Source: an optimization exercise on an open RTL-to-GDS flow (aim: small area). Production flows keep margins and buffers that such runs may drop. No functional check of the RTL was part of any run shown here.

==> design/flow/design.v <==
module pipelined_fir(clk,reset,xn,yn);
input clk,reset;
input signed [15:0] xn;
output wire signed [15:0] yn;
reg [15:0] a, b;
reg [17:0] e, f;   
reg [15:0] yr;
wire [15:0] ysum;
wire n1 = ~b[0];
wire n2 = ~b[1];
wire n3 = ~b[2];
wire n4 = ~b[3];
wire n5 = ~b[4];
wire n6 = ~b[5];
wire n7 = ~b[6];
wire n8 = ~b[7];
wire n9 = ~b[8];
wire n10 = ~b[9];
wire n11 = ~b[10];
wire n12 = ~b[11];
wire n13 = ~b[12];
wire n14 = ~b[13];
wire n15 = ~b[14];
wire n16 = ~xn[15];
wire n53 = ~a[0];
wire n54 = ~a[1];
wire n55 = ~a[2];
wire n56 = ~a[3];
wire n57 = ~a[4];
wire n58 = ~a[5];
wire n59 = ~a[6];
wire n60 = ~a[7];
wire n61 = ~a[8];
wire n62 = ~a[9];
wire n63 = ~a[10];
wire n64 = ~a[11];
wire n65 = ~a[12];
wire n66 = ~a[13];
wire n67 = ~a[14];
wire n68 = ~a[15];
wire n69 = ~b[15];
wire n70 = ~e[0];
wire n71 = ~e[1];
wire n72 = ~e[2];
wire n73 = ~e[3];
wire n74 = ~e[4];
wire n75 = ~e[5];
wire n76 = ~e[6];
wire n77 = ~e[7];
wire n78 = ~e[8];
wire n79 = ~e[9];
wire n80 = ~e[10];
wire n81 = ~e[11];
wire n82 = ~e[12];
wire n83 = ~e[13];
wire n84 = ~e[14];
wire n85 = ~e[16];
wire n86 = ~e[17];
wire n87 = ~e[15];
wire n88 = ~f[15];
always @(posedge clk or posedge reset)
  if (reset) begin
    a <= 16'h0000; b <= 16'h0000; yr <= 16'h0000; e <= 18'b010111111111111111; f <= 18'b010111111111111111;
  end else begin
    a <= xn; b <= a; yr <= ysum; e <= e_next; f <= e;
  end
assign yn = yr;
wire [17:0] e_next;
wire s17, c18;
fir_ha u_s17 (.a(xn[0]), .b(n2), .s(s17), .co(c18));
wire s19, c20;
fir_fa u_s19 (.a(xn[1]), .b(n3), .c(c18), .s(s19), .co(c20));
wire s21, c22;
fir_fa u_s21 (.a(xn[2]), .b(n4), .c(c20), .s(s21), .co(c22));
wire s23, c24;
fir_fa u_s23 (.a(xn[3]), .b(n5), .c(c22), .s(s23), .co(c24));
wire s25, c26;
fir_fa u_s25 (.a(xn[4]), .b(n6), .c(c24), .s(s25), .co(c26));
wire s27, c28;
fir_fa u_s27 (.a(xn[5]), .b(n7), .c(c26), .s(s27), .co(c28));
wire s29, c30;
fir_fa u_s29 (.a(xn[6]), .b(n8), .c(c28), .s(s29), .co(c30));
wire s31, c32;
fir_fa u_s31 (.a(xn[7]), .b(n9), .c(c30), .s(s31), .co(c32));
wire s33, c34;
fir_fa u_s33 (.a(xn[8]), .b(n10), .c(c32), .s(s33), .co(c34));
wire s35, c36;
fir_fa u_s35 (.a(xn[9]), .b(n11), .c(c34), .s(s35), .co(c36));
wire s37, c38;
fir_fa u_s37 (.a(xn[10]), .b(n12), .c(c36), .s(s37), .co(c38));
wire s39, c40;
fir_fa u_s39 (.a(xn[11]), .b(n13), .c(c38), .s(s39), .co(c40));
wire s41, c42;
fir_fa u_s41 (.a(xn[12]), .b(n14), .c(c40), .s(s41), .co(c42));
wire s43, c44;
fir_fa u_s43 (.a(xn[13]), .b(n15), .c(c42), .s(s43), .co(c44));
wire s45, c46;
fir_ha u_s45 (.a(b[15]), .b(xn[14]), .s(s45), .co(c46));
wire s47, c48;
fir_ha u_s47 (.a(s45), .b(c44), .s(s47), .co(c48));
wire k49 = ~(s47 | c48);
wire i50 = ~k49;
wire s51, c52;
fir_fa u_s51 (.a(n16), .b(c46), .c(i50), .s(s51), .co(c52));
wire s89, c90;
fir_ha u_s89 (.a(n53), .b(n70), .s(s89), .co(c90));
wire s91, c92;
fir_fa u_s91 (.a(b[0]), .b(n54), .c(n71), .s(s91), .co(c92));
wire s93, c94;
fir_ha u_s93 (.a(c90), .b(s91), .s(s93), .co(c94));
wire s95, c96;
fir_fa u_s95 (.a(b[1]), .b(n55), .c(n70), .s(s95), .co(c96));
wire s97, c98;
fir_fa u_s97 (.a(n72), .b(c92), .c(s95), .s(s97), .co(c98));
wire s99, c100;
fir_ha u_s99 (.a(c94), .b(s97), .s(s99), .co(c100));
wire s101, c102;
fir_fa u_s101 (.a(b[2]), .b(f[0]), .c(n56), .s(s101), .co(c102));
wire s103, c104;
fir_fa u_s103 (.a(n71), .b(n73), .c(c96), .s(s103), .co(c104));
wire s105, c106;
fir_fa u_s105 (.a(s101), .b(c98), .c(s103), .s(s105), .co(c106));
wire s107, c108;
fir_fa u_s107 (.a(a[0]), .b(b[3]), .c(f[1]), .s(s107), .co(c108));
wire s109, c110;
fir_fa u_s109 (.a(n57), .b(n72), .c(n74), .s(s109), .co(c110));
wire s111, c112;
fir_fa u_s111 (.a(c102), .b(s107), .c(s109), .s(s111), .co(c112));
wire s113, c114;
fir_ha u_s113 (.a(c104), .b(s111), .s(s113), .co(c114));
wire s115, c116;
fir_fa u_s115 (.a(a[1]), .b(b[4]), .c(f[0]), .s(s115), .co(c116));
wire s117, c118;
fir_fa u_s117 (.a(f[2]), .b(n58), .c(n70), .s(s117), .co(c118));
wire s119, c120;
fir_ha u_s119 (.a(n73), .b(n75), .s(s119), .co(c120));
wire s121, c122;
fir_fa u_s121 (.a(s119), .b(c108), .c(c110), .s(s121), .co(c122));
wire s123, c124;
fir_fa u_s123 (.a(s115), .b(s117), .c(c112), .s(s123), .co(c124));
wire s125, c126;
fir_fa u_s125 (.a(s121), .b(c114), .c(s123), .s(s125), .co(c126));
wire s127, c128;
fir_fa u_s127 (.a(a[2]), .b(b[5]), .c(f[1]), .s(s127), .co(c128));
wire s129, c130;
fir_fa u_s129 (.a(f[3]), .b(n59), .c(n71), .s(s129), .co(c130));
wire s131, c132;
fir_fa u_s131 (.a(n74), .b(n76), .c(c120), .s(s131), .co(c132));
wire s133, c134;
fir_fa u_s133 (.a(c116), .b(c118), .c(s127), .s(s133), .co(c134));
wire s135, c136;
fir_fa u_s135 (.a(s129), .b(s131), .c(c122), .s(s135), .co(c136));
wire s137, c138;
fir_fa u_s137 (.a(s133), .b(c124), .c(s135), .s(s137), .co(c138));
wire s139, c140;
fir_fa u_s139 (.a(a[0]), .b(a[3]), .c(b[6]), .s(s139), .co(c140));
wire s141, c142;
fir_fa u_s141 (.a(f[2]), .b(f[4]), .c(n60), .s(s141), .co(c142));
wire s143, c144;
fir_fa u_s143 (.a(n72), .b(n75), .c(n77), .s(s143), .co(c144));
wire s145, c146;
fir_fa u_s145 (.a(c128), .b(c130), .c(s139), .s(s145), .co(c146));
wire s147, c148;
fir_ha u_s147 (.a(s141), .b(s143), .s(s147), .co(c148));
wire s149, c150;
fir_fa u_s149 (.a(c132), .b(s147), .c(c134), .s(s149), .co(c150));
wire s151, c152;
fir_fa u_s151 (.a(s145), .b(c136), .c(s149), .s(s151), .co(c152));
wire s153, c154;
fir_fa u_s153 (.a(a[1]), .b(a[4]), .c(b[7]), .s(s153), .co(c154));
wire s155, c156;
fir_fa u_s155 (.a(f[0]), .b(f[3]), .c(f[5]), .s(s155), .co(c156));
wire s157, c158;
fir_fa u_s157 (.a(n1), .b(n61), .c(n73), .s(s157), .co(c158));
wire s159, c160;
fir_fa u_s159 (.a(n76), .b(n78), .c(c140), .s(s159), .co(c160));
wire s161, c162;
fir_fa u_s161 (.a(c142), .b(c144), .c(s153), .s(s161), .co(c162));
wire s163, c164;
fir_fa u_s163 (.a(s155), .b(s157), .c(c148), .s(s163), .co(c164));
wire s165, c166;
fir_fa u_s165 (.a(c146), .b(s159), .c(s161), .s(s165), .co(c166));
wire s167, c168;
fir_fa u_s167 (.a(s163), .b(c150), .c(s165), .s(s167), .co(c168));
wire s169, c170;
fir_fa u_s169 (.a(a[2]), .b(a[5]), .c(b[8]), .s(s169), .co(c170));
wire s171, c172;
fir_fa u_s171 (.a(f[1]), .b(f[4]), .c(f[6]), .s(s171), .co(c172));
wire s173, c174;
fir_fa u_s173 (.a(n2), .b(n53), .c(n62), .s(s173), .co(c174));
wire s175, c176;
fir_fa u_s175 (.a(n74), .b(n77), .c(n79), .s(s175), .co(c176));
wire s177, c178;
fir_fa u_s177 (.a(c154), .b(c156), .c(c158), .s(s177), .co(c178));
wire s179, c180;
fir_fa u_s179 (.a(s169), .b(s171), .c(s173), .s(s179), .co(c180));
wire s181, c182;
fir_fa u_s181 (.a(s175), .b(c160), .c(c162), .s(s181), .co(c182));
wire s183, c184;
fir_fa u_s183 (.a(s177), .b(s179), .c(c164), .s(s183), .co(c184));
wire s185, c186;
fir_fa u_s185 (.a(c166), .b(s181), .c(s183), .s(s185), .co(c186));
wire s187, c188;
fir_fa u_s187 (.a(a[3]), .b(a[6]), .c(b[9]), .s(s187), .co(c188));
wire s189, c190;
fir_fa u_s189 (.a(e[0]), .b(f[2]), .c(f[5]), .s(s189), .co(c190));
wire s191, c192;
fir_fa u_s191 (.a(f[7]), .b(n3), .c(n54), .s(s191), .co(c192));
wire s193, c194;
fir_fa u_s193 (.a(n63), .b(n75), .c(n78), .s(s193), .co(c194));
wire s195, c196;
fir_fa u_s195 (.a(n80), .b(c170), .c(c172), .s(s195), .co(c196));
wire s197, c198;
fir_fa u_s197 (.a(c174), .b(c176), .c(s187), .s(s197), .co(c198));
wire s199, c200;
fir_fa u_s199 (.a(s189), .b(s191), .c(s193), .s(s199), .co(c200));
wire s201, c202;
fir_fa u_s201 (.a(c178), .b(s195), .c(c180), .s(s201), .co(c202));
wire s203, c204;
fir_fa u_s203 (.a(s197), .b(s199), .c(c182), .s(s203), .co(c204));
wire s205, c206;
fir_fa u_s205 (.a(s201), .b(c184), .c(s203), .s(s205), .co(c206));
wire s207, c208;
fir_fa u_s207 (.a(a[4]), .b(a[7]), .c(b[10]), .s(s207), .co(c208));
wire s209, c210;
fir_fa u_s209 (.a(e[1]), .b(f[0]), .c(f[3]), .s(s209), .co(c210));
wire s211, c212;
fir_fa u_s211 (.a(f[6]), .b(f[8]), .c(n4), .s(s211), .co(c212));
wire s213, c214;
fir_fa u_s213 (.a(n55), .b(n64), .c(n76), .s(s213), .co(c214));
wire s215, c216;
fir_fa u_s215 (.a(n79), .b(n81), .c(c188), .s(s215), .co(c216));
wire s217, c218;
fir_fa u_s217 (.a(c190), .b(c192), .c(c194), .s(s217), .co(c218));
wire s219, c220;
fir_fa u_s219 (.a(s207), .b(s209), .c(s211), .s(s219), .co(c220));
wire s221, c222;
fir_fa u_s221 (.a(s213), .b(c196), .c(c198), .s(s221), .co(c222));
wire s223, c224;
fir_fa u_s223 (.a(s215), .b(c200), .c(s217), .s(s223), .co(c224));
wire s225, c226;
fir_fa u_s225 (.a(s219), .b(c202), .c(s221), .s(s225), .co(c226));
wire s227, c228;
fir_fa u_s227 (.a(s223), .b(c204), .c(s225), .s(s227), .co(c228));
wire s229, c230;
fir_fa u_s229 (.a(a[5]), .b(a[8]), .c(b[11]), .s(s229), .co(c230));
wire s231, c232;
fir_fa u_s231 (.a(e[0]), .b(e[2]), .c(f[1]), .s(s231), .co(c232));
wire s233, c234;
fir_fa u_s233 (.a(f[4]), .b(f[7]), .c(f[9]), .s(s233), .co(c234));
wire s235, c236;
fir_fa u_s235 (.a(n5), .b(n56), .c(n65), .s(s235), .co(c236));
wire s237, c238;
fir_fa u_s237 (.a(n77), .b(n80), .c(n82), .s(s237), .co(c238));
wire s239, c240;
fir_fa u_s239 (.a(c208), .b(c210), .c(c212), .s(s239), .co(c240));
wire s241, c242;
fir_fa u_s241 (.a(c214), .b(s229), .c(s231), .s(s241), .co(c242));
wire s243, c244;
fir_fa u_s243 (.a(s233), .b(s235), .c(s237), .s(s243), .co(c244));
wire s245, c246;
fir_fa u_s245 (.a(c216), .b(c218), .c(c220), .s(s245), .co(c246));
wire s247, c248;
fir_fa u_s247 (.a(s239), .b(s241), .c(s243), .s(s247), .co(c248));
wire s249, c250;
fir_fa u_s249 (.a(c222), .b(c224), .c(s245), .s(s249), .co(c250));
wire s251, c252;
fir_fa u_s251 (.a(s247), .b(c226), .c(s249), .s(s251), .co(c252));
wire s253, c254;
fir_fa u_s253 (.a(a[6]), .b(a[9]), .c(b[12]), .s(s253), .co(c254));
wire s255, c256;
fir_fa u_s255 (.a(e[1]), .b(e[3]), .c(f[10]), .s(s255), .co(c256));
wire s257, c258;
fir_fa u_s257 (.a(f[2]), .b(f[5]), .c(f[8]), .s(s257), .co(c258));
wire s259, c260;
fir_fa u_s259 (.a(n57), .b(n6), .c(n66), .s(s259), .co(c260));
wire s261, c262;
fir_fa u_s261 (.a(n78), .b(n81), .c(n83), .s(s261), .co(c262));
wire s263, c264;
fir_fa u_s263 (.a(c230), .b(c232), .c(c234), .s(s263), .co(c264));
wire s265, c266;
fir_fa u_s265 (.a(c236), .b(c238), .c(s253), .s(s265), .co(c266));
wire s267, c268;
fir_fa u_s267 (.a(s255), .b(s257), .c(s259), .s(s267), .co(c268));
wire s269, c270;
fir_fa u_s269 (.a(s261), .b(c240), .c(c242), .s(s269), .co(c270));
wire s271, c272;
fir_fa u_s271 (.a(s263), .b(c244), .c(s265), .s(s271), .co(c272));
wire s273, c274;
fir_fa u_s273 (.a(s267), .b(c246), .c(s269), .s(s273), .co(c274));
wire s275, c276;
fir_fa u_s275 (.a(c248), .b(s271), .c(c250), .s(s275), .co(c276));
wire s277, c278;
fir_fa u_s277 (.a(s273), .b(c252), .c(s275), .s(s277), .co(c278));
wire s279, c280;
fir_fa u_s279 (.a(a[10]), .b(a[7]), .c(b[13]), .s(s279), .co(c280));
wire s281, c282;
fir_fa u_s281 (.a(e[0]), .b(e[2]), .c(e[4]), .s(s281), .co(c282));
wire s283, c284;
fir_fa u_s283 (.a(f[0]), .b(f[11]), .c(f[3]), .s(s283), .co(c284));
wire s285, c286;
fir_fa u_s285 (.a(f[6]), .b(f[9]), .c(n1), .s(s285), .co(c286));
wire s287, c288;
fir_fa u_s287 (.a(n53), .b(n58), .c(n67), .s(s287), .co(c288));
wire s289, c290;
fir_fa u_s289 (.a(n7), .b(n79), .c(n82), .s(s289), .co(c290));
wire s291, c292;
fir_fa u_s291 (.a(n84), .b(c254), .c(c256), .s(s291), .co(c292));
wire s293, c294;
fir_fa u_s293 (.a(c258), .b(c260), .c(c262), .s(s293), .co(c294));
wire s295, c296;
fir_fa u_s295 (.a(s279), .b(s281), .c(s283), .s(s295), .co(c296));
wire s297, c298;
fir_fa u_s297 (.a(s285), .b(s287), .c(s289), .s(s297), .co(c298));
wire s299, c300;
fir_fa u_s299 (.a(c264), .b(c266), .c(s291), .s(s299), .co(c300));
wire s301, c302;
fir_fa u_s301 (.a(c268), .b(s293), .c(s295), .s(s301), .co(c302));
wire s303, c304;
fir_fa u_s303 (.a(s297), .b(c270), .c(c272), .s(s303), .co(c304));
wire s305, c306;
fir_fa u_s305 (.a(s299), .b(s301), .c(c274), .s(s305), .co(c306));
wire s307, c308;
fir_fa u_s307 (.a(s303), .b(c276), .c(s305), .s(s307), .co(c308));
wire s309, c310;
fir_fa u_s309 (.a(a[11]), .b(a[15]), .c(a[8]), .s(s309), .co(c310));
wire s311, c312;
fir_fa u_s311 (.a(b[14]), .b(e[15]), .c(e[1]), .s(s311), .co(c312));
wire s313, c314;
fir_fa u_s313 (.a(e[3]), .b(e[5]), .c(f[10]), .s(s313), .co(c314));
wire s315, c316;
fir_fa u_s315 (.a(f[12]), .b(f[1]), .c(f[4]), .s(s315), .co(c316));
wire s317, c318;
fir_fa u_s317 (.a(f[7]), .b(n2), .c(n54), .s(s317), .co(c318));
wire s319, c320;
fir_fa u_s319 (.a(n59), .b(n8), .c(n80), .s(s319), .co(c320));
wire s321, c322;
fir_fa u_s321 (.a(n83), .b(c280), .c(c282), .s(s321), .co(c322));
wire s323, c324;
fir_fa u_s323 (.a(c284), .b(c286), .c(c288), .s(s323), .co(c324));
wire s325, c326;
fir_fa u_s325 (.a(c290), .b(s309), .c(s311), .s(s325), .co(c326));
wire s327, c328;
fir_fa u_s327 (.a(s313), .b(s315), .c(s317), .s(s327), .co(c328));
wire s329, c330;
fir_fa u_s329 (.a(s319), .b(c292), .c(c294), .s(s329), .co(c330));
wire s331, c332;
fir_fa u_s331 (.a(c296), .b(s321), .c(c298), .s(s331), .co(c332));
wire s333, c334;
fir_fa u_s333 (.a(s323), .b(s325), .c(s327), .s(s333), .co(c334));
wire s335, c336;
fir_fa u_s335 (.a(c300), .b(c302), .c(s329), .s(s335), .co(c336));
wire s337, c338;
fir_ha u_s337 (.a(s331), .b(s333), .s(s337), .co(c338));
wire s339, c340;
fir_fa u_s339 (.a(s337), .b(c304), .c(s335), .s(s339), .co(c340));
wire s341, c342;
fir_fa u_s341 (.a(c306), .b(s339), .c(c308), .s(s341), .co(c342));
wire s343, c344;
fir_fa u_s343 (.a(a[12]), .b(a[9]), .c(e[2]), .s(s343), .co(c344));
wire s345, c346;
fir_fa u_s345 (.a(e[4]), .b(e[6]), .c(f[11]), .s(s345), .co(c346));
wire s347, c348;
fir_fa u_s347 (.a(f[13]), .b(f[2]), .c(f[5]), .s(s347), .co(c348));
wire s349, c350;
fir_fa u_s349 (.a(f[8]), .b(n3), .c(n55), .s(s349), .co(c350));
wire s351, c352;
fir_fa u_s351 (.a(n60), .b(n69), .c(n81), .s(s351), .co(c352));
wire s353, c354;
fir_fa u_s353 (.a(n84), .b(n85), .c(n9), .s(s353), .co(c354));
wire s355, c356;
fir_fa u_s355 (.a(c310), .b(c312), .c(c314), .s(s355), .co(c356));
wire s357, c358;
fir_fa u_s357 (.a(c316), .b(c318), .c(c320), .s(s357), .co(c358));
wire s359, c360;
fir_fa u_s359 (.a(s343), .b(s345), .c(s347), .s(s359), .co(c360));
wire s361, c362;
fir_fa u_s361 (.a(s349), .b(s351), .c(s353), .s(s361), .co(c362));
wire s363, c364;
fir_fa u_s363 (.a(c322), .b(c324), .c(c326), .s(s363), .co(c364));
wire s365, c366;
fir_fa u_s365 (.a(s355), .b(c328), .c(s357), .s(s365), .co(c366));
wire s367, c368;
fir_fa u_s367 (.a(s359), .b(s361), .c(c330), .s(s367), .co(c368));
wire s369, c370;
fir_fa u_s369 (.a(c332), .b(s363), .c(c334), .s(s369), .co(c370));
wire s371, c372;
fir_fa u_s371 (.a(s365), .b(c338), .c(c336), .s(s371), .co(c372));
wire s373, c374;
fir_fa u_s373 (.a(s367), .b(s369), .c(c340), .s(s373), .co(c374));
wire s375, c376;
fir_fa u_s375 (.a(s371), .b(s373), .c(c342), .s(s375), .co(c376));
wire s377, c378;
fir_fa u_s377 (.a(a[10]), .b(a[13]), .c(e[15]), .s(s377), .co(c378));
wire s379, c380;
fir_fa u_s379 (.a(e[3]), .b(e[5]), .c(e[7]), .s(s379), .co(c380));
wire s381, c382;
fir_fa u_s381 (.a(f[12]), .b(f[14]), .c(f[3]), .s(s381), .co(c382));
wire s383, c384;
fir_fa u_s383 (.a(f[6]), .b(f[9]), .c(n10), .s(s383), .co(c384));
wire s385, c386;
fir_fa u_s385 (.a(n4), .b(n56), .c(n61), .s(s385), .co(c386));
wire s387, c388;
fir_fa u_s387 (.a(n82), .b(n86), .c(c344), .s(s387), .co(c388));
wire s389, c390;
fir_fa u_s389 (.a(c346), .b(c348), .c(c350), .s(s389), .co(c390));
wire s391, c392;
fir_fa u_s391 (.a(c352), .b(c354), .c(s377), .s(s391), .co(c392));
wire s393, c394;
fir_fa u_s393 (.a(s379), .b(s381), .c(s383), .s(s393), .co(c394));
wire s395, c396;
fir_fa u_s395 (.a(s385), .b(c356), .c(c358), .s(s395), .co(c396));
wire s397, c398;
fir_fa u_s397 (.a(c360), .b(s387), .c(c362), .s(s397), .co(c398));
wire s399, c400;
fir_fa u_s399 (.a(s389), .b(s391), .c(s393), .s(s399), .co(c400));
wire s401, c402;
fir_fa u_s401 (.a(c364), .b(c366), .c(s395), .s(s401), .co(c402));
wire s403, c404;
fir_fa u_s403 (.a(s397), .b(s399), .c(c368), .s(s403), .co(c404));
wire s405, c406;
fir_fa u_s405 (.a(c370), .b(s401), .c(c372), .s(s405), .co(c406));
wire s407, c408;
fir_fa u_s407 (.a(s403), .b(c374), .c(s405), .s(s407), .co(c408));
wire s409, c410;
fir_fa u_s409 (.a(a[11]), .b(a[14]), .c(e[4]), .s(s409), .co(c410));
wire s411, c412;
fir_fa u_s411 (.a(e[6]), .b(e[8]), .c(f[10]), .s(s411), .co(c412));
wire s413, c414;
fir_fa u_s413 (.a(f[13]), .b(f[4]), .c(f[7]), .s(s413), .co(c414));
wire s415, c416;
fir_fa u_s415 (.a(n11), .b(n5), .c(n57), .s(s415), .co(c416));
wire s417, c418;
fir_fa u_s417 (.a(n62), .b(n83), .c(n85), .s(s417), .co(c418));
wire s419, c420;
fir_fa u_s419 (.a(n88), .b(c378), .c(c380), .s(s419), .co(c420));
wire s421, c422;
fir_fa u_s421 (.a(c382), .b(c384), .c(c386), .s(s421), .co(c422));
wire s423, c424;
fir_fa u_s423 (.a(s409), .b(s411), .c(s413), .s(s423), .co(c424));
wire s425, c426;
fir_ha u_s425 (.a(s415), .b(s417), .s(s425), .co(c426));
wire s427, c428;
fir_fa u_s427 (.a(s425), .b(c388), .c(c390), .s(s427), .co(c428));
wire s429, c430;
fir_fa u_s429 (.a(c392), .b(s419), .c(c394), .s(s429), .co(c430));
wire s431, c432;
fir_fa u_s431 (.a(s421), .b(s423), .c(c396), .s(s431), .co(c432));
wire s433, c434;
fir_fa u_s433 (.a(c398), .b(s427), .c(c400), .s(s433), .co(c434));
wire s435, c436;
fir_fa u_s435 (.a(s429), .b(c402), .c(s431), .s(s435), .co(c436));
wire s437, c438;
fir_fa u_s437 (.a(s433), .b(c404), .c(s435), .s(s437), .co(c438));
wire s439, c440;
fir_fa u_s439 (.a(c406), .b(s437), .c(c408), .s(s439), .co(c440));
wire s441, c442;
fir_fa u_s441 (.a(a[12]), .b(e[5]), .c(e[7]), .s(s441), .co(c442));
wire s443, c444;
fir_fa u_s443 (.a(e[9]), .b(f[11]), .c(f[14]), .s(s443), .co(c444));
wire s445, c446;
fir_fa u_s445 (.a(f[16]), .b(f[5]), .c(f[8]), .s(s445), .co(c446));
wire s447, c448;
fir_fa u_s447 (.a(n12), .b(n58), .c(n6), .s(s447), .co(c448));
wire s449, c450;
fir_fa u_s449 (.a(n63), .b(n68), .c(n84), .s(s449), .co(c450));
wire s451, c452;
fir_fa u_s451 (.a(n86), .b(c410), .c(c412), .s(s451), .co(c452));
wire s453, c454;
fir_fa u_s453 (.a(c414), .b(c416), .c(c418), .s(s453), .co(c454));
wire s455, c456;
fir_fa u_s455 (.a(s441), .b(s443), .c(s445), .s(s455), .co(c456));
wire s457, c458;
fir_ha u_s457 (.a(s447), .b(s449), .s(s457), .co(c458));
wire s459, c460;
fir_fa u_s459 (.a(c426), .b(s457), .c(c420), .s(s459), .co(c460));
wire s461, c462;
fir_fa u_s461 (.a(c422), .b(c424), .c(s451), .s(s461), .co(c462));
wire s463, c464;
fir_fa u_s463 (.a(s453), .b(s455), .c(c428), .s(s463), .co(c464));
wire s465, c466;
fir_fa u_s465 (.a(s459), .b(c430), .c(s461), .s(s465), .co(c466));
wire s467, c468;
fir_fa u_s467 (.a(c432), .b(s463), .c(c434), .s(s467), .co(c468));
wire s469, c470;
fir_fa u_s469 (.a(s465), .b(c436), .c(s467), .s(s469), .co(c470));
wire s471, c472;
fir_fa u_s471 (.a(c438), .b(s469), .c(c440), .s(s471), .co(c472));
wire s473, c474;
fir_fa u_s473 (.a(a[13]), .b(e[10]), .c(e[15]), .s(s473), .co(c474));
wire s475, c476;
fir_fa u_s475 (.a(e[6]), .b(e[8]), .c(f[12]), .s(s475), .co(c476));
wire s477, c478;
fir_fa u_s477 (.a(f[17]), .b(f[6]), .c(f[9]), .s(s477), .co(c478));
wire s479, c480;
fir_fa u_s479 (.a(n13), .b(n59), .c(n64), .s(s479), .co(c480));
wire s481, c482;
fir_ha u_s481 (.a(n7), .b(n88), .s(s481), .co(c482));
wire s483, c484;
fir_fa u_s483 (.a(s481), .b(c442), .c(c444), .s(s483), .co(c484));
wire s485, c486;
fir_fa u_s485 (.a(c446), .b(c448), .c(c450), .s(s485), .co(c486));
wire s487, c488;
fir_fa u_s487 (.a(s473), .b(s475), .c(s477), .s(s487), .co(c488));
wire s489, c490;
fir_fa u_s489 (.a(s479), .b(c458), .c(c452), .s(s489), .co(c490));
wire s491, c492;
fir_fa u_s491 (.a(c454), .b(c456), .c(s483), .s(s491), .co(c492));
wire s493, c494;
fir_fa u_s493 (.a(s485), .b(s487), .c(c460), .s(s493), .co(c494));
wire s495, c496;
fir_fa u_s495 (.a(c462), .b(s489), .c(s491), .s(s495), .co(c496));
wire s497, c498;
fir_fa u_s497 (.a(c464), .b(s493), .c(c466), .s(s497), .co(c498));
wire s499, c500;
fir_fa u_s499 (.a(s495), .b(c468), .c(s497), .s(s499), .co(c500));
wire s501, c502;
fir_fa u_s501 (.a(c470), .b(s499), .c(c472), .s(s501), .co(c502));
wire s503, c504;
fir_fa u_s503 (.a(a[14]), .b(e[11]), .c(e[7]), .s(s503), .co(c504));
wire s505, c506;
fir_fa u_s505 (.a(e[9]), .b(f[10]), .c(f[13]), .s(s505), .co(c506));
wire s507, c508;
fir_fa u_s507 (.a(f[16]), .b(f[7]), .c(n14), .s(s507), .co(c508));
wire s509, c510;
fir_fa u_s509 (.a(n60), .b(n65), .c(n8), .s(s509), .co(c510));
wire s511, c512;
fir_fa u_s511 (.a(n85), .b(c482), .c(c474), .s(s511), .co(c512));
wire s513, c514;
fir_fa u_s513 (.a(c476), .b(c478), .c(c480), .s(s513), .co(c514));
wire s515, c516;
fir_fa u_s515 (.a(s503), .b(s505), .c(s507), .s(s515), .co(c516));
wire s517, c518;
fir_fa u_s517 (.a(s509), .b(c484), .c(c486), .s(s517), .co(c518));
wire s519, c520;
fir_fa u_s519 (.a(c488), .b(s511), .c(s513), .s(s519), .co(c520));
wire s521, c522;
fir_fa u_s521 (.a(s515), .b(c490), .c(c492), .s(s521), .co(c522));
wire s523, c524;
fir_fa u_s523 (.a(s517), .b(s519), .c(c494), .s(s523), .co(c524));
wire s525, c526;
fir_fa u_s525 (.a(c496), .b(s521), .c(s523), .s(s525), .co(c526));
wire s527, c528;
fir_fa u_s527 (.a(c498), .b(s525), .c(c500), .s(s527), .co(c528));
wire s529, c530;
fir_fa u_s529 (.a(e[10]), .b(e[12]), .c(e[8]), .s(s529), .co(c530));
wire s531, c532;
fir_fa u_s531 (.a(f[11]), .b(f[14]), .c(f[17]), .s(s531), .co(c532));
wire s533, c534;
fir_fa u_s533 (.a(f[8]), .b(n15), .c(n61), .s(s533), .co(c534));
wire s535, c536;
fir_fa u_s535 (.a(n66), .b(n68), .c(n86), .s(s535), .co(c536));
wire s537, c538;
fir_fa u_s537 (.a(n9), .b(c504), .c(c506), .s(s537), .co(c538));
wire s539, c540;
fir_fa u_s539 (.a(c508), .b(c510), .c(s529), .s(s539), .co(c540));
wire s541, c542;
fir_fa u_s541 (.a(s531), .b(s533), .c(s535), .s(s541), .co(c542));
wire s543, c544;
fir_fa u_s543 (.a(c512), .b(c514), .c(s537), .s(s543), .co(c544));
wire s545, c546;
fir_fa u_s545 (.a(c516), .b(s539), .c(s541), .s(s545), .co(c546));
wire s547, c548;
fir_fa u_s547 (.a(c518), .b(c520), .c(s543), .s(s547), .co(c548));
wire s549, c550;
fir_fa u_s549 (.a(s545), .b(c522), .c(s547), .s(s549), .co(c550));
wire s551, c552;
fir_fa u_s551 (.a(c524), .b(s549), .c(c526), .s(s551), .co(c552));
wire s553, c554;
fir_fa u_s553 (.a(b[15]), .b(e[11]), .c(e[13]), .s(s553), .co(c554));
wire s555, c556;
fir_fa u_s555 (.a(e[9]), .b(f[12]), .c(f[9]), .s(s555), .co(c556));
wire s557, c558;
fir_fa u_s557 (.a(n10), .b(n62), .c(n67), .s(s557), .co(c558));
wire s559, c560;
fir_fa u_s559 (.a(n88), .b(c530), .c(c532), .s(s559), .co(c560));
wire s561, c562;
fir_fa u_s561 (.a(c534), .b(c536), .c(s553), .s(s561), .co(c562));
wire s563, c564;
fir_ha u_s563 (.a(s555), .b(s557), .s(s563), .co(c564));
wire s565, c566;
fir_fa u_s565 (.a(s563), .b(c538), .c(c540), .s(s565), .co(c566));
wire s567, c568;
fir_fa u_s567 (.a(s559), .b(c542), .c(s561), .s(s567), .co(c568));
wire s569, c570;
fir_fa u_s569 (.a(c544), .b(s565), .c(c546), .s(s569), .co(c570));
wire s571, c572;
fir_fa u_s571 (.a(s567), .b(c548), .c(s569), .s(s571), .co(c572));
wire s573, c574;
fir_fa u_s573 (.a(c550), .b(s571), .c(c552), .s(s573), .co(c574));
wire s575, c576;
fir_fa u_s575 (.a(a[15]), .b(e[10]), .c(e[12]), .s(s575), .co(c576));
wire s577, c578;
fir_fa u_s577 (.a(e[14]), .b(f[10]), .c(f[13]), .s(s577), .co(c578));
wire s579, c580;
fir_fa u_s579 (.a(f[16]), .b(n11), .c(n63), .s(s579), .co(c580));
wire s581, c582;
fir_fa u_s581 (.a(c554), .b(c556), .c(c558), .s(s581), .co(c582));
wire s583, c584;
fir_fa u_s583 (.a(s575), .b(s577), .c(s579), .s(s583), .co(c584));
wire s585, c586;
fir_fa u_s585 (.a(c564), .b(c560), .c(c562), .s(s585), .co(c586));
wire s587, c588;
fir_ha u_s587 (.a(s581), .b(s583), .s(s587), .co(c588));
wire s589, c590;
fir_fa u_s589 (.a(s587), .b(c566), .c(c568), .s(s589), .co(c590));
wire s591, c592;
fir_fa u_s591 (.a(s585), .b(c570), .c(s589), .s(s591), .co(c592));
wire s593, c594;
fir_fa u_s593 (.a(c572), .b(s591), .c(c574), .s(s593), .co(c594));
wire s595, c596;
fir_fa u_s595 (.a(e[11]), .b(e[13]), .c(f[11]), .s(s595), .co(c596));
wire s597, c598;
fir_fa u_s597 (.a(f[14]), .b(f[17]), .c(n12), .s(s597), .co(c598));
wire s599, c600;
fir_ha u_s599 (.a(n64), .b(n87), .s(s599), .co(c600));
wire s601, c602;
fir_fa u_s601 (.a(s599), .b(c576), .c(c578), .s(s601), .co(c602));
wire s603, c604;
fir_fa u_s603 (.a(c580), .b(s595), .c(s597), .s(s603), .co(c604));
wire s605, c606;
fir_fa u_s605 (.a(c582), .b(s601), .c(c584), .s(s605), .co(c606));
wire s607, c608;
fir_fa u_s607 (.a(s603), .b(c588), .c(c586), .s(s607), .co(c608));
wire s609, c610;
fir_fa u_s609 (.a(s605), .b(c590), .c(s607), .s(s609), .co(c610));
wire s611, c612;
fir_fa u_s611 (.a(c592), .b(s609), .c(c594), .s(s611), .co(c612));
wire s613, c614;
fir_fa u_s613 (.a(e[12]), .b(e[14]), .c(e[16]), .s(s613), .co(c614));
wire s615, c616;
fir_fa u_s615 (.a(f[12]), .b(n13), .c(n65), .s(s615), .co(c616));
wire s617, c618;
fir_fa u_s617 (.a(n88), .b(c600), .c(c596), .s(s617), .co(c618));
wire s619, c620;
fir_fa u_s619 (.a(c598), .b(s613), .c(s615), .s(s619), .co(c620));
wire s621, c622;
fir_fa u_s621 (.a(c602), .b(s617), .c(c604), .s(s621), .co(c622));
wire s623, c624;
fir_fa u_s623 (.a(s619), .b(c606), .c(s621), .s(s623), .co(c624));
wire s625, c626;
fir_fa u_s625 (.a(c608), .b(s623), .c(c610), .s(s625), .co(c626));
wire s627, c628;
fir_fa u_s627 (.a(e[13]), .b(e[17]), .c(f[13]), .s(s627), .co(c628));
wire s629, c630;
fir_fa u_s629 (.a(f[16]), .b(n14), .c(n66), .s(s629), .co(c630));
wire s631, c632;
fir_fa u_s631 (.a(n87), .b(c614), .c(c616), .s(s631), .co(c632));
wire s633, c634;
fir_fa u_s633 (.a(s627), .b(s629), .c(c618), .s(s633), .co(c634));
wire s635, c636;
fir_fa u_s635 (.a(c620), .b(s631), .c(s633), .s(s635), .co(c636));
wire s637, c638;
fir_fa u_s637 (.a(c622), .b(s635), .c(c624), .s(s637), .co(c638));
wire s639, c640;
fir_fa u_s639 (.a(e[14]), .b(e[16]), .c(f[14]), .s(s639), .co(c640));
wire s641, c642;
fir_fa u_s641 (.a(f[17]), .b(n15), .c(n67), .s(s641), .co(c642));
wire s643, c644;
fir_fa u_s643 (.a(c628), .b(c630), .c(s639), .s(s643), .co(c644));
wire s645, c646;
fir_fa u_s645 (.a(s641), .b(c632), .c(s643), .s(s645), .co(c646));
wire s647, c648;
fir_fa u_s647 (.a(c634), .b(s645), .c(c636), .s(s647), .co(c648));
wire s649, c650;
fir_fa u_s649 (.a(a[15]), .b(b[15]), .c(e[17]), .s(s649), .co(c650));
wire s651, c652;
fir_fa u_s651 (.a(n87), .b(n88), .c(c640), .s(s651), .co(c652));
wire s653, c654;
fir_fa u_s653 (.a(c642), .b(s649), .c(c644), .s(s653), .co(c654));
wire s655, c656;
fir_fa u_s655 (.a(s651), .b(c646), .c(s653), .s(s655), .co(c656));
wire s657, c658;
fir_fa u_s657 (.a(e[16]), .b(f[16]), .c(c650), .s(s657), .co(c658));
wire s659, c660;
fir_fa u_s659 (.a(c652), .b(s657), .c(c654), .s(s659), .co(c660));
wire s661 = e[17] ^ f[17];
wire s662 = s661 ^ c658 ^ c660;
wire s663, c664;
fir_ha u_s663 (.a(c100), .b(s105), .s(s663), .co(c664));
wire k665 = ~(s663 | c664);
wire s666, c667;
fir_ha u_s666 (.a(s113), .b(c106), .s(s666), .co(c667));
wire k668 = ~(s666 | c667);
wire s669, c670;
fir_ha u_s669 (.a(c126), .b(s137), .s(s669), .co(c670));
wire k671 = ~(s669 | c670);
wire s672, c673;
fir_ha u_s672 (.a(c138), .b(s151), .s(s672), .co(c673));
wire k674 = ~(s672 | c673);
wire s675, c676;
fir_ha u_s675 (.a(c152), .b(s167), .s(s675), .co(c676));
wire k677 = ~(s675 | c676);
wire s678, c679;
fir_ha u_s678 (.a(c168), .b(s185), .s(s678), .co(c679));
wire k680 = ~(s678 | c679);
wire s681, c682;
fir_ha u_s681 (.a(c186), .b(s205), .s(s681), .co(c682));
wire k683 = ~(s681 | c682);
wire s684, c685;
fir_ha u_s684 (.a(c206), .b(s227), .s(s684), .co(c685));
wire k686 = ~(s684 | c685);
wire s687, c688;
fir_ha u_s687 (.a(c228), .b(s251), .s(s687), .co(c688));
wire k689 = ~(s687 | c688);
wire s690, c691;
fir_ha u_s690 (.a(c278), .b(s307), .s(s690), .co(c691));
wire k692 = ~(s690 | c691);
wire s693, c694;
fir_ha u_s693 (.a(s407), .b(c376), .s(s693), .co(c694));
wire k695 = ~(s693 | c694);
wire s696, c697;
fir_ha u_s696 (.a(s527), .b(c502), .s(s696), .co(c697));
wire k698 = ~(s696 | c697);
wire s699, c700;
fir_ha u_s699 (.a(s551), .b(c528), .s(s699), .co(c700));
wire k701 = ~(s699 | c700);
wire s702, c703;
fir_ha u_s702 (.a(s625), .b(c612), .s(s702), .co(c703));
wire k704 = ~(s702 | c703);
wire s705, c706;
fir_ha u_s705 (.a(s637), .b(c626), .s(s705), .co(c706));
wire k707 = ~(s705 | c706);
wire s708, c709;
fir_ha u_s708 (.a(s647), .b(c638), .s(s708), .co(c709));
wire k710 = ~(s708 | c709);
wire s711, c712;
fir_ha u_s711 (.a(s655), .b(c648), .s(s711), .co(c712));
wire k713 = ~(s711 | c712);
wire s714, c715;
fir_ha u_s714 (.a(c656), .b(s659), .s(s714), .co(c715));
wire k716 = ~(s714 | c715);
wire P717 = ~s93 & ~s89;
wire P718 = ~s99 & P717;
wire P719 = s663 & P718;
wire G720 = k668 | s666 & k665;
wire P721 = s666 & P719;
wire G722 = ~s125 & G720;
wire P723 = ~s125 & P721;
wire G724 = k671 | s669 & G722;
wire P725 = s669 & P723;
wire G726 = k674 | s672 & G724;
wire P727 = s672 & P725;
wire G728 = k677 | s675 & G726;
wire P729 = s675 & P727;
wire G730 = k680 | s678 & G728;
wire P731 = s678 & P729;
wire G732 = k683 | s681 & G730;
wire P733 = s681 & P731;
wire G734 = k686 | s684 & G732;
wire P735 = s684 & P733;
wire G736 = k689 | s687 & G734;
wire P737 = s687 & P735;
wire G738 = ~s277 & G736;
wire P739 = ~s277 & P737;
wire G740 = k692 | s690 & G738;
wire P741 = s690 & P739;
wire G742 = ~s341 & G740;
wire P743 = ~s341 & P741;
wire G744 = ~s375 & G742;
wire P745 = ~s375 & P743;
wire G746 = k695 | s693 & G744;
wire P747 = s693 & P745;
wire G748 = ~s439 & G746;
wire P749 = ~s439 & P747;
wire G750 = ~s471 & G748;
wire P751 = ~s471 & P749;
wire G752 = ~s501 & G750;
wire P753 = ~s501 & P751;
wire G754 = k698 | s696 & G752;
wire P755 = s696 & P753;
wire G756 = k701 | s699 & G754;
wire P757 = s699 & P755;
wire G758 = ~s573 & G756;
wire P759 = ~s573 & P757;
wire G760 = ~s593 & G758;
wire P761 = ~s593 & P759;
wire G762 = ~s611 & G760;
wire P763 = ~s611 & P761;
wire G764 = k704 | s702 & G762;
wire P765 = s702 & P763;
wire G766 = k707 | s705 & G764;
wire P767 = s705 & P765;
wire G768 = k710 | s708 & G766;
wire P769 = s708 & P767;
wire G770 = k716 | s714 & k713;
wire P771 = s714 & s711;
wire G772 = k713 | s711 & G768;
wire P773 = s711 & P769;
wire G774 = G770 | P771 & G768;
wire P775 = P771 & P769;
wire G776 = ~s662 & G774;
wire P777 = ~s662 & P775;
wire y778 = ~s375 ^ G742;
wire y779 = s693 ^ G744;
wire y780 = ~s439 ^ G746;
wire y781 = ~s471 ^ G748;
wire y782 = ~s501 ^ G750;
wire y783 = s696 ^ G752;
wire y784 = s699 ^ G754;
wire y785 = ~s573 ^ G756;
wire y786 = ~s593 ^ G758;
wire y787 = ~s611 ^ G760;
wire y788 = s702 ^ G762;
wire y789 = s705 ^ G764;
wire y790 = s708 ^ G766;
wire y791 = s711 ^ G768;
wire y792 = s714 ^ G772;
wire y793 = ~s662 ^ G774;
assign e_next = {c52, s51, s47, s43, s41, s39, s37, s35, s33, s31, s29, s27, s25, s23, s21, s19, s17, n1};
assign ysum = {y793, y792, y791, y790, y789, y788, y787, y786, y785, y784, y783, y782, y781, y780, y779, y778};
endmodule
module fir_fa(a, b, c, s, co);
input a, b, c;
output s, co;
assign s = a ^ b ^ c;
assign co = (a & b) | (a & c) | (b & c);
endmodule
module fir_ha(a, b, s, co);
input a, b;
output s, co;
assign s = a ^ b;
assign co = a & b;
endmodule
==> design/flow/flow/run.sh <==
#!/bin/bash
# Layout flow: the standard flow (standard.sh, with its synthesis
# unchanged), except that the port buffers use the smallest buffer cell and
# clock tree synthesis runs without dummy balancing loads and with one clock
# buffer type. The full make output goes to standard.log in this folder.
set -e
bash standard.sh \
  'BUFFER_PORTS_ARGS=-buffer_cell sky130_fd_sc_hd__buf_1' \
  'CTS_ARGS=-sink_clustering_enable -repair_clock_nets -dont_use_dummy_load -buf_list sky130_fd_sc_hd__clkbuf_8' \
  finish > standard.log 2>&1
==> design/flow/standard.sh <==
#!/bin/bash
# synth_recipe.tcl (not shown) runs the flow's synth.tcl, then flattens the netlist and writes it again
# the make line also repeats each setting of config.mk as NAME=value (left out here)
make -C /OpenROAD-flow-scripts/flow DESIGN_CONFIG=/design/flow/config.mk WORK_HOME=/design/flow/orfs CLKGATE_MAP_FILE= SYNTH_SCRIPT=/design/flow/synth_recipe.tcl "${@:-finish}"
==> design/flow/config.mk <==
export PLATFORM = sky130hd
export DESIGN_NAME = pipelined_fir
export DESIGN_NICKNAME = pipelined_fir
export VERILOG_FILES = /design/flow/design.v
export SDC_FILE = /design/flow/constraint.sdc
export NUM_CORES = 4
export LEC_CHECK = 0
export CAP_MARGIN = 20
export CORE_MARGIN = 2
export CORE_UTILIZATION = 60
export GPL_TIMING_DRIVEN = 0
export SLEW_MARGIN = 20
export SYNTH_HIERARCHICAL = 1
==> design/flow/constraint.sdc <==
create_clock -name core_clock -period 8.0 [get_ports {clk}]
set_input_delay 1.6000 -clock core_clock [delete_from_list [all_inputs] [get_ports {clk}]]
set_output_delay 1.6000 -clock core_clock [all_outputs]
set_load 0.01 [all_outputs]
==> results of run 1 <==
-- synthesized netlist by cell type, drive strengths merged --
| cell | n |
|---|---|
| mux2i | 4 |
| a21oi | 2 |
| a21boi | 1 |
| nor3b | 1 |
| a221oi | 1 |
| o21ai | 3 |
| nand3 | 1 |
| o311ai | 1 |
| or4b | 1 |
| a211oi | 1 |
| nor2b | 1 |
| dfstp | 32 |
| a31oi | 2 |
| o31ai | 1 |
| and3 | 2 |
| xnor2 | 7 |
| fa | 287 |
| nor2 | 4 |
| xor2 | 5 |
| nand2b | 5 |
| nand2 | 3 |
| and4b | 1 |
| ha | 41 |
| dfrtp | 52 |
| inv | 65 |
| or2 | 1 |
-- worst max-delay path, delay by kind of cell --
family,cells,cell delay (ns)
simple gates,1,0.29
buf+inv,1,0.09
fa+ha+maj,16,6.16
-- registers in the layout, indices dropped and copies added (netlist names) --
register	count
a	16
yr	16
b	16
f	18
e	18
-- kinds of logic after synthesis --
kind of cell             after synthesis
adder cells (fa/ha/maj)              328
flip-flops                            84
buffers and inverters                 65
AND/OR/NAND/NOR                       20
AO/OA/AOI/OAI                         12
XOR/XNOR                              12
multiplexers                           4
-- cell type report --
type	count	area (um2)
clock buffers	9	124
fillers	1048	5090
inverters	65	246
multi-input cells	376	6610
flip-flops and latches	84	2140
well taps	184	230
repair buffers	34	151
-- per-module statistics from Yosys, one instance, submodules excluded --
module         times used  cells inside  cell area [um2]
fir_ha                 34             1             12.5
pipelined_fir           1           204             2820
fir_fa                287             1             20.0
-- stage by stage --
step | hold WS [ns] | cells | setup TNS, ns | instance area [um2]
after floorplan | 0.391 | 525 | 0 | 8990
after global placement | 0.431 | 742 | -0.114 | 9350
after detailed placement | 0.435 | 743 | -0.405 | 9380
after CTS | 0.451 | 752 | 0 | 9500
after global routing | 0.457 | 752 | 0 | 9500
final | 0.446 | 752 | 0 | 9500
-- worst paths after layout --
kind,to,slack (ns)
worst min register to register,f[13]$_DFF_PP1_,0.45
worst min-delay path,f[13]$_DFF_PP1_,0.45
worst max-delay path,e[16]$_DFF_PP1_,0.18
worst max register to register,yr[13]$_DFF_PP0_,0.50
max in group asynchronous,f[3]$_DFF_PP1_,6.13
min in group asynchronous,yr[1]$_DFF_PP0_,1.20
-- metal layers --
layer / share of wire / GRT usage / wire (um)
met4: 0.035 / 0.109 / 743
met3: 0.055 / 0.0624 / 1170
met5: 0 / 0 / 0
met1: 0.39 / 0.409 / 8260
met2: 0.52 / 0.504 / 10900
==> impl_results.md, run 1 <==
* Outcome: finished clean
* Hold_sp: e[13]$_DFF_PP1_
* Worst Skew at 0.0265 ns
* Min-Delay Path Depth at 0
* CTS tree: done
* Die H at around 130 um
* Clk sinks at 84
* Gpl congestion at 0.964
* CP most frequent cell: fa_1
* Syn_nets at 871
* Endpoints failing hold at 0
* Worst Setup SP: xn[0]
* Syn Area/Cell at approximately 17 um2
* Antenna diode count at 0
* Final core occ at 0.651
* Top cell type's share of synthesized area at 0.639
* Post-Synthesis Cells at 525
* Cell variety after synth at 27
* Worst Path Max Fanout at 2
* WP data required at between 8 and 9 ns
* R2R depth at 26
* Post-Synth Adder-Cell Area at 0.696
* DR pass1 iterations at 4
* Max-slew violations at 0
* Dominant cells by area after synthesis: fa_1 64%, dfrtp_1 14%, dfstp_2 9.4%, ha_1 5.7%, inv_1 2.7%
* Rows at between 40 and 50
* DR vias/cell at ~5.7
* Compound-cell area share of the yosys netlist at 0.00960
* Via count at 4308
* CTS Hold Buffers Added at 0
* Critical path arrival at 8.15 ns
* Iter 0 DRT Violations at between 200 and 250
* Main combinational cell family by area after synthesis: adder cells
* YS warnings at 7
* Gates resized, CTS repair at 0
* Hold Crit Class: reg -> reg
* Area grow syn2layout at 5.65%
* Post-CTS setup buffers at 0
* Final period utilization at 0.977
* GRT Util Overall at 0.304
* Total of max-cap violations at 0
* Worst r2r src: e[6]$_DFF_PP1_
* Pin count of the biggest net entering global routing at 66
* Max Fclk at roughly 130 MHz
* Cell Area, Synth at between 0.008 and 0.009 mm2
* Yosys reg bits at 84
* Setup CP Type: in -> reg
* DRC viols at 0
* Slowest cell on crit path: fa_1
* Share of cells above drive strength 1 at 0.0810
* Crit path cell chain: buf_1 -> ha_1 -> fa_1 -> fa_1 -> fa_1 -> fa_1 -> fa_1 -> fa_1 -> fa_1 -> fa_1 -> fa_1 -> fa_1 -> fa_1 -> fa_1 -> fa_1 -> ha_1 -> or2_2 -> fa_1
* Clock slew at reported path FFs at 0.10 ns
* Relative slew slack at 0.714
* Antenna-violating nets left at 0
* Setup violators final at 0
* Die area at 0.0160 mm2
* Clock Path Buffers at 2
* Initial antenna violation count at 0
* Drt wl/cell at 28.0 um
* Clock root cell: clkbuf_8
* Slowest stage delay, CP at between 0.4 and 0.5 ns
* Post-synthesis mux area share at 0.00445
* Worst slew pin tran at 0.423 ns
* CTS H-tree depth at 3
* Simple-Gate Fraction of Synth Area at 0.0128
* Startpoint Class: primary input
* Die width at 126 um
* Post-Route WL at 21100 um
* Nets at 916
* Crit path time final at 7.82 ns
* XOR/XNOR share of the synthesized area at 0.0117
* Most common cell after layout, fill and taps aside: fa_1
* Global-route wire length before repair at 33500 um
* Core area at 0.0146 mm2
* CTS buffer count at 9
* I/O pins at 34
* Worst setup margin at 0.181 ns
* Setup slack at placement at -0.232 ns
* Crit end category: flop
* Grt total ovfl at 0
* Number of global-route vias before repair at 5508
* Unrepaired setup endpoints after global routing: no
* Initial Util at 0.616
* Dpl hpwl at 18600 um
* Commonest cells after routing, fill and taps aside: 287 x fa_1, 64 x inv_1, 52 x dfrtp_1
* Leading area contributor after synthesis: fa_1
* Seq/Total Area, Yosys at 0.238
* Skew-Pair Late Insertion Delay at 0.38 ns
* Port Buffers at 33
==> run 2, diff against run 1 <==
--- a/design/flow/design.v
+++ b/design/flow/design.v
@@ -769,44 +769,58 @@
 wire P753 = ~s501 & P751;
-wire G754 = k698 | s696 & G752;
-wire P755 = s696 & P753;
-wire G756 = k701 | s699 & G754;
-wire P757 = s699 & P755;
-wire G758 = ~s573 & G756;
-wire P759 = ~s573 & P757;
-wire G760 = ~s593 & G758;
-wire P761 = ~s593 & P759;
-wire G762 = ~s611 & G760;
-wire P763 = ~s611 & P761;
-wire G764 = k704 | s702 & G762;
-wire P765 = s702 & P763;
-wire G766 = k707 | s705 & G764;
-wire P767 = s705 & P765;
-wire G768 = k710 | s708 & G766;
-wire P769 = s708 & P767;
-wire G770 = k716 | s714 & k713;
-wire P771 = s714 & s711;
-wire G772 = k713 | s711 & G768;
-wire P773 = s711 & P769;
-wire G774 = G770 | P771 & G768;
-wire P775 = P771 & P769;
-wire G776 = ~s662 & G774;
-wire P777 = ~s662 & P775;
-wire y778 = ~s375 ^ G742;
-wire y779 = s693 ^ G744;
-wire y780 = ~s439 ^ G746;
-wire y781 = ~s471 ^ G748;
-wire y782 = ~s501 ^ G750;
-wire y783 = s696 ^ G752;
-wire y784 = s699 ^ G754;
-wire y785 = ~s573 ^ G756;
-wire y786 = ~s593 ^ G758;
-wire y787 = ~s611 ^ G760;
-wire y788 = s702 ^ G762;
-wire y789 = s705 ^ G764;
-wire y790 = s708 ^ G766;
-wire y791 = s711 ^ G768;
-wire y792 = s714 ^ G772;
-wire y793 = ~s662 ^ G774;
+wire G754 = k701 | s699 & k698;
+wire P755 = s699 & s696;
+wire P756 = ~s593 & ~s573;
+wire P757 = s702 & ~s611;
+wire G758 = k710 | s708 & k707;
+wire P759 = s708 & s705;
+wire G760 = k716 | s714 & k713;
+wire P761 = s714 & s711;
+wire G762 = k698 | s696 & G752;
+wire P763 = s696 & P753;
+wire G764 = G754 | P755 & G752;
+wire P765 = P755 & P753;
+wire P766 = ~s611 & P756;
+wire P767 = P757 & P756;
+wire G768 = k713 | s711 & G758;
+wire P769 = s711 & P759;
+wire G770 = G760 | P761 & G758;
+wire P771 = P761 & P759;
+wire G772 = ~s573 & G764;
+wire P773 = ~s573 & P765;
+wire G774 = P756 & G764;
+wire P775 = P756 & P765;
+wire G776 = P766 & G764;
+wire P777 = P766 & P765;
+wire G778 = k704 | P767 & G764;
+wire P779 = P767 & P765;
+wire G780 = ~s662 & G770;
+wire P781 = ~s662 & P771;
+wire G782 = k707 | s705 & G778;
+wire P783 = s705 & P779;
+wire G784 = G758 | P759 & G778;
+wire P785 = P759 & P779;
+wire G786 = G768 | P769 & G778;
+wire P787 = P769 & P779;
+wire G788 = G770 | P771 & G778;
+wire P789 = P771 & P779;
+wire G790 = G780 | P781 & G778;
+wire P791 = P781 & P779;
+wire y792 = ~s375 ^ G742;
+wire y793 = s693 ^ G744;
+wire y794 = ~s439 ^ G746;
+wire y795 = ~s471 ^ G748;
+wire y796 = ~s501 ^ G750;
+wire y797 = s696 ^ G752;
+wire y798 = s699 ^ G762;
+wire y799 = ~s573 ^ G764;
+wire y800 = ~s593 ^ G772;
+wire y801 = ~s611 ^ G774;
+wire y802 = s702 ^ G776;
+wire y803 = s705 ^ G778;
+wire y804 = s708 ^ G782;
+wire y805 = s711 ^ G784;
+wire y806 = s714 ^ G786;
+wire y807 = ~s662 ^ G788;
 assign e_next = {c52, s51, s47, s43, s41, s39, s37, s35, s33, s31, s29, s27, s25, s23, s21, s19, s17, n1};
-assign ysum = {y793, y792, y791, y790, y789, y788, y787, y786, y785, y784, y783, y782, y781, y780, y779, y778};
+assign ysum = {y807, y806, y805, y804, y803, y802, y801, y800, y799, y798, y797, y796, y795, y794, y793, y792};
 endmodule
==> run 2 against run 1 <==
  * Worst hold slack got worse by 0.022 ns
  * Die area increased by 0.46%
  * Still clean
  * First-iteration DRC count increased by 9.6%
  * Largest cell class unchanged
==> impl_results.md, run 2 <==
* Crit path cell chain: buf_1 -> ha_1 -> fa_1 -> fa_1 -> fa_1 -> fa_1 -> fa_1 -> fa_1 -> fa_1 -> fa_1 -> fa_1 -> fa_1 -> fa_1 -> fa_1 -> fa_1 -> ha_1 -> or2_2 -> fa_1
* Die area at 0.0161 mm2 (+0.46%)
* Antenna diode count at 0 (unchanged)
* Crit end category: flop
* CTS H-tree depth at 3 (unchanged)
* Async set or reset register ratio after synthesis at 1.00 (unchanged)
* Iter 0 DRT Violations at 229 (+9.6%)
* Setup slack at placement at -0.129 ns (+0.103 ns)
* Drt wl/cell at 26.8 um (-4.5%)
* Reg2Reg Setup Slack at 0.95 ns (+0.45 ns)
* Dpl cells at 747 (+0.54%)
* Dominant cells by area after synthesis: fa_1 64%, dfrtp_1 14%, dfstp_2 9.3%, ha_1 5.4%, inv_1 2.7%
* Clock Path Buffers at 2 (unchanged)
* Startpoint Class: primary input
* Critical path buffers and inverters at 1 (unchanged)
* Crit path max-delay family: adder cells
* Post-synth EDFFs at 0 (unchanged)
* I/O pins at 34 (unchanged)
* Unrepaired setup endpoints after global routing: no
* Post-Route WL at 20200 um (-4.0%)
* Initial Util at 0.617 (about the same)
* Most frequent cell after synthesis: fa_1
* GRT Util Overall at 0.291 (-0.0123)
* Initial antenna violation count at 0 (unchanged)
* Share of cells above drive strength 1 at 0.0892 (+0.00817)
* Commonest cells after routing, fill and taps aside: 287 x fa_1, 63 x inv_1, 52 x dfrtp_1
* WP data required at 8.33 ns (about the same)
* DRC viols at 0 (unchanged)
* Yosys reg bits at 84 (unchanged)
* Die H at 127 um (+0.23%)
* Max Fclk at 130 MHz (+1.4%)
* Via count at 4346 (+0.88%)
* R2R depth at 21 (-19%)
* Port Buffers at 33 (unchanged)
* Hold_sp: e[10]$_DFF_PP1_
* Outcome: finished clean
* Clock slew at reported path FFs at 0.10 ns (about the same)
* Nets at 918 (+0.22%)
* Top cell type's share of synthesized area at 0.636 (-0.00301)
* Crit path time final at 7.71 ns (-0.108 ns)
* Relative slew slack at 0.703 (-0.0109)
* Placed Area at 0.00942 mm2 (+0.45%)
* Slowest stage delay, CP at 0.48 ns (about the same)
* CTS Hold Buffers Added at 0 (unchanged)
* Worst Hold Path EP: f[10]$_DFF_PP1_
* CP most frequent cell: fa_1
* Final cell count without fillers at 756 (+0.53%)
* Critical path arrival at 8.04 ns (-0.11 ns)
* Global-route wire length before repair at 32300 um (-3.6%)
* Core area at 0.0146 mm2 (+0.38%)
* Commonest register cell after synthesis: dfrtp_1
* Most common cell after layout, fill and taps aside: fa_1
* Setup violators final at 0 (unchanged)
* Hold Crit Class: reg -> reg
* Design area at 0.00954 mm2 (+0.45%)
* Clock root cell: clkbuf_8
* Worst slew pin tran at 0.446 ns (+0.0226 ns)
* Max-slew violations at 0 (unchanged)
* Syn_nets at 873 (+0.23%)
* Dpl hpwl at 17900 um (-3.7%)
* CTS buffer count at 9 (unchanged)
* Worst setup margin at 0.289 ns (+0.108 ns)
* Setup CP Type: in -> reg
* Leading area contributor after synthesis: fa_1
* Worst Skew at 0.0363 ns (+0.00982 ns)
* Slowest cell on crit path: fa_1
* Final period utilization at 0.964 (-0.0135)
* Worst r2r src: e[6]$_DFF_PP1_
* Clk sinks at 84 (unchanged)
* Cell Area, Synth at 0.00903 mm2 (+0.47%)
* Antenna-violating nets left at 0 (unchanged)
* Total of max-cap violations at 0 (unchanged)
* Post-CTS setup buffers at 0 (unchanged)
* Endpoints failing hold at 0 (unchanged)
* Number of global-route vias before repair at 5356 (-2.8%)
* Grt total ovfl at 0 (unchanged)
* Die width at 127 um (+0.23%)
* Pin count of the biggest net entering global routing at 65 (-1.5%)
* Seq/Total Area, Yosys at 0.237 (-0.00112)
* Worst Path Max Fanout at 2 (unchanged)
* Post-Synthesis Cells at 529 (+0.76%)
* Regs by FF count: e x18, f x18
* Gpl congestion at 0.996 (+3.3%)
* Syn Area/Cell at 17.1 um2 (-0.29%)
* DR vias/cell at 5.75 (+0.35%)
* Min-Delay Path Depth at 0 (unchanged)
* Skew-Pair Late Insertion Delay at 0.38 ns (about the same)
* DR pass1 iterations at 4 (unchanged)
* Cell variety after synth at 32 (+19%)
* List of most frequent post-synthesis cells: 287 x fa_1, 64 x inv_1, 52 x dfrtp_1, 39 x ha_1, 32 x dfstp_2
* Area grow syn2layout at 5.62% (about the same)
* Gates resized, CTS repair at 0 (unchanged)
* YS warnings at 7 (unchanged)
* Rows at 44 (unchanged)
* Final core occ at 0.652 (about the same)
* Reg2reg end: yr[15]$_DFF_PP0_
* CTS tree: done
-- run 2: cell count changes in the layout (fill, tap and decap cells not counted), moves of 2 or more --
cell | before | now
o21ai_0 | 2 | 7
nand4b_1 | 0 | 2
o22ai_1 | 0 | 2
ha_1 | 41 | 39
mux2i_1 | 4 | 1
o32ai_1 | 0 | 2
nand2b_1 | 5 | 2
a31oi_1 | 2 | 0
and3_1 | 2 | 0
-- run 2: metrics by stage --
| stage | TNS (ns) | hold slack (ns) |
|---|---|---|
| after floorplan | 0 | 0.391 |
| after global placement | -0.124 | 0.430 |
| after detailed placement | -0.218 | 0.431 |
| after CTS | 0 | 0.421 |
| after global routing | 0 | 0.430 |
| final | 0 | 0.424 |
-- run 2: per-layer routing --
metal / GRT usage / wire [um] / vias up / share of wire
met2: 0.480 / 10600 / 158 / 0.52
met1: 0.388 / 7550 / 2442 / 0.37
met5: 0 / 0 / - / 0
met4: 0.0970 / 656 / 0 / 0.032
met3: 0.0772 / 1450 / 42 / 0.071
li1: - / - / 1704 / -
-- run 2: how the worst max path moves through the flow --
stage | from | to | slack [ns] | depth (start not counted)
after detailed placement | xn[0] | e[16]$_DFF_PP1_ | -0.13 | 18
after floorplan | xn[0] | e[16]$_DFF_PP1_ | 0.21 | 17
after CTS | xn[0] | e[16]$_DFF_PP1_ | 0.26 | 18
after global placement | xn[0] | e[16]$_DFF_PP1_ | -0.09 | 18
after global routing | xn[0] | e[16]$_DFF_PP1_ | 0.11 | 18
final | xn[0] | e[16]$_DFF_PP1_ | 0.29 | 18
-- run 2: kinds of logic after synthesis --
group                      Yosys count  share of synthesized area
xor gates and xnor gates            14                     0.0136
buffers and inverters               64                     0.0266
muxes                                1                    0.00111
and+or+nand+nor                     20                     0.0152
adders and majority gates          326                      0.690
AOI/OAI and AO/OA                   20                     0.0163
DFF                                 84                      0.237
-- run 2: final cells by class --
type	count	area, um2
timing repair buffer	34	151
sequential	84	2140
multi-input combinational	381	6650
inverter	64	243
fill	1035	5100
tap	184	230
clock buffer	9	124
-- run 2: Yosys stat by module, one instance, submodules excluded --
module,flip-flops and latches,cells
pipelined_fir,84,208
fir_ha,0,1
fir_fa,0,1

[port drivers added, routing unchanged]
No port has a modelled driver above. Below, the same layouts with a new extraction and two added sets of constraints.
Step 1 assumes that a clkbuf_16 drives the clock port and a buf_2 every other input.
Step 2 adds t to the input delays and takes it off the output delays; t is the mean of the earliest and latest rising clock arrival at the registers after step 1. Input paths then give back, and output paths get back, about the clock's delay inside the block.
Slacks: ideal / step 1 / step 2; pairs: ideal / step 1.
run | t (ns) | setup slack, ns | worst hold slack (ns) | worst register clock-pin slew, ns | worst data-port slew with drivers (ns)
run 1 | 0.405 | 0.181 / 0.195 / -0.210 | 0.446 / 0.446 / 0.446 | 0.10 / 0.10 | 0.04
run 2 | 0.399 | 0.289 / 0.307 / -0.092 | 0.424 / 0.424 / 0.424 | 0.10 / 0.10 | 0.04
Met with ideal ports but missed after step 2: setup timing in run 1 and run 2. For run 1, which loses most, drivers alone change the setup slack by +0.014 ns; drivers and shift together by -0.391 ns.
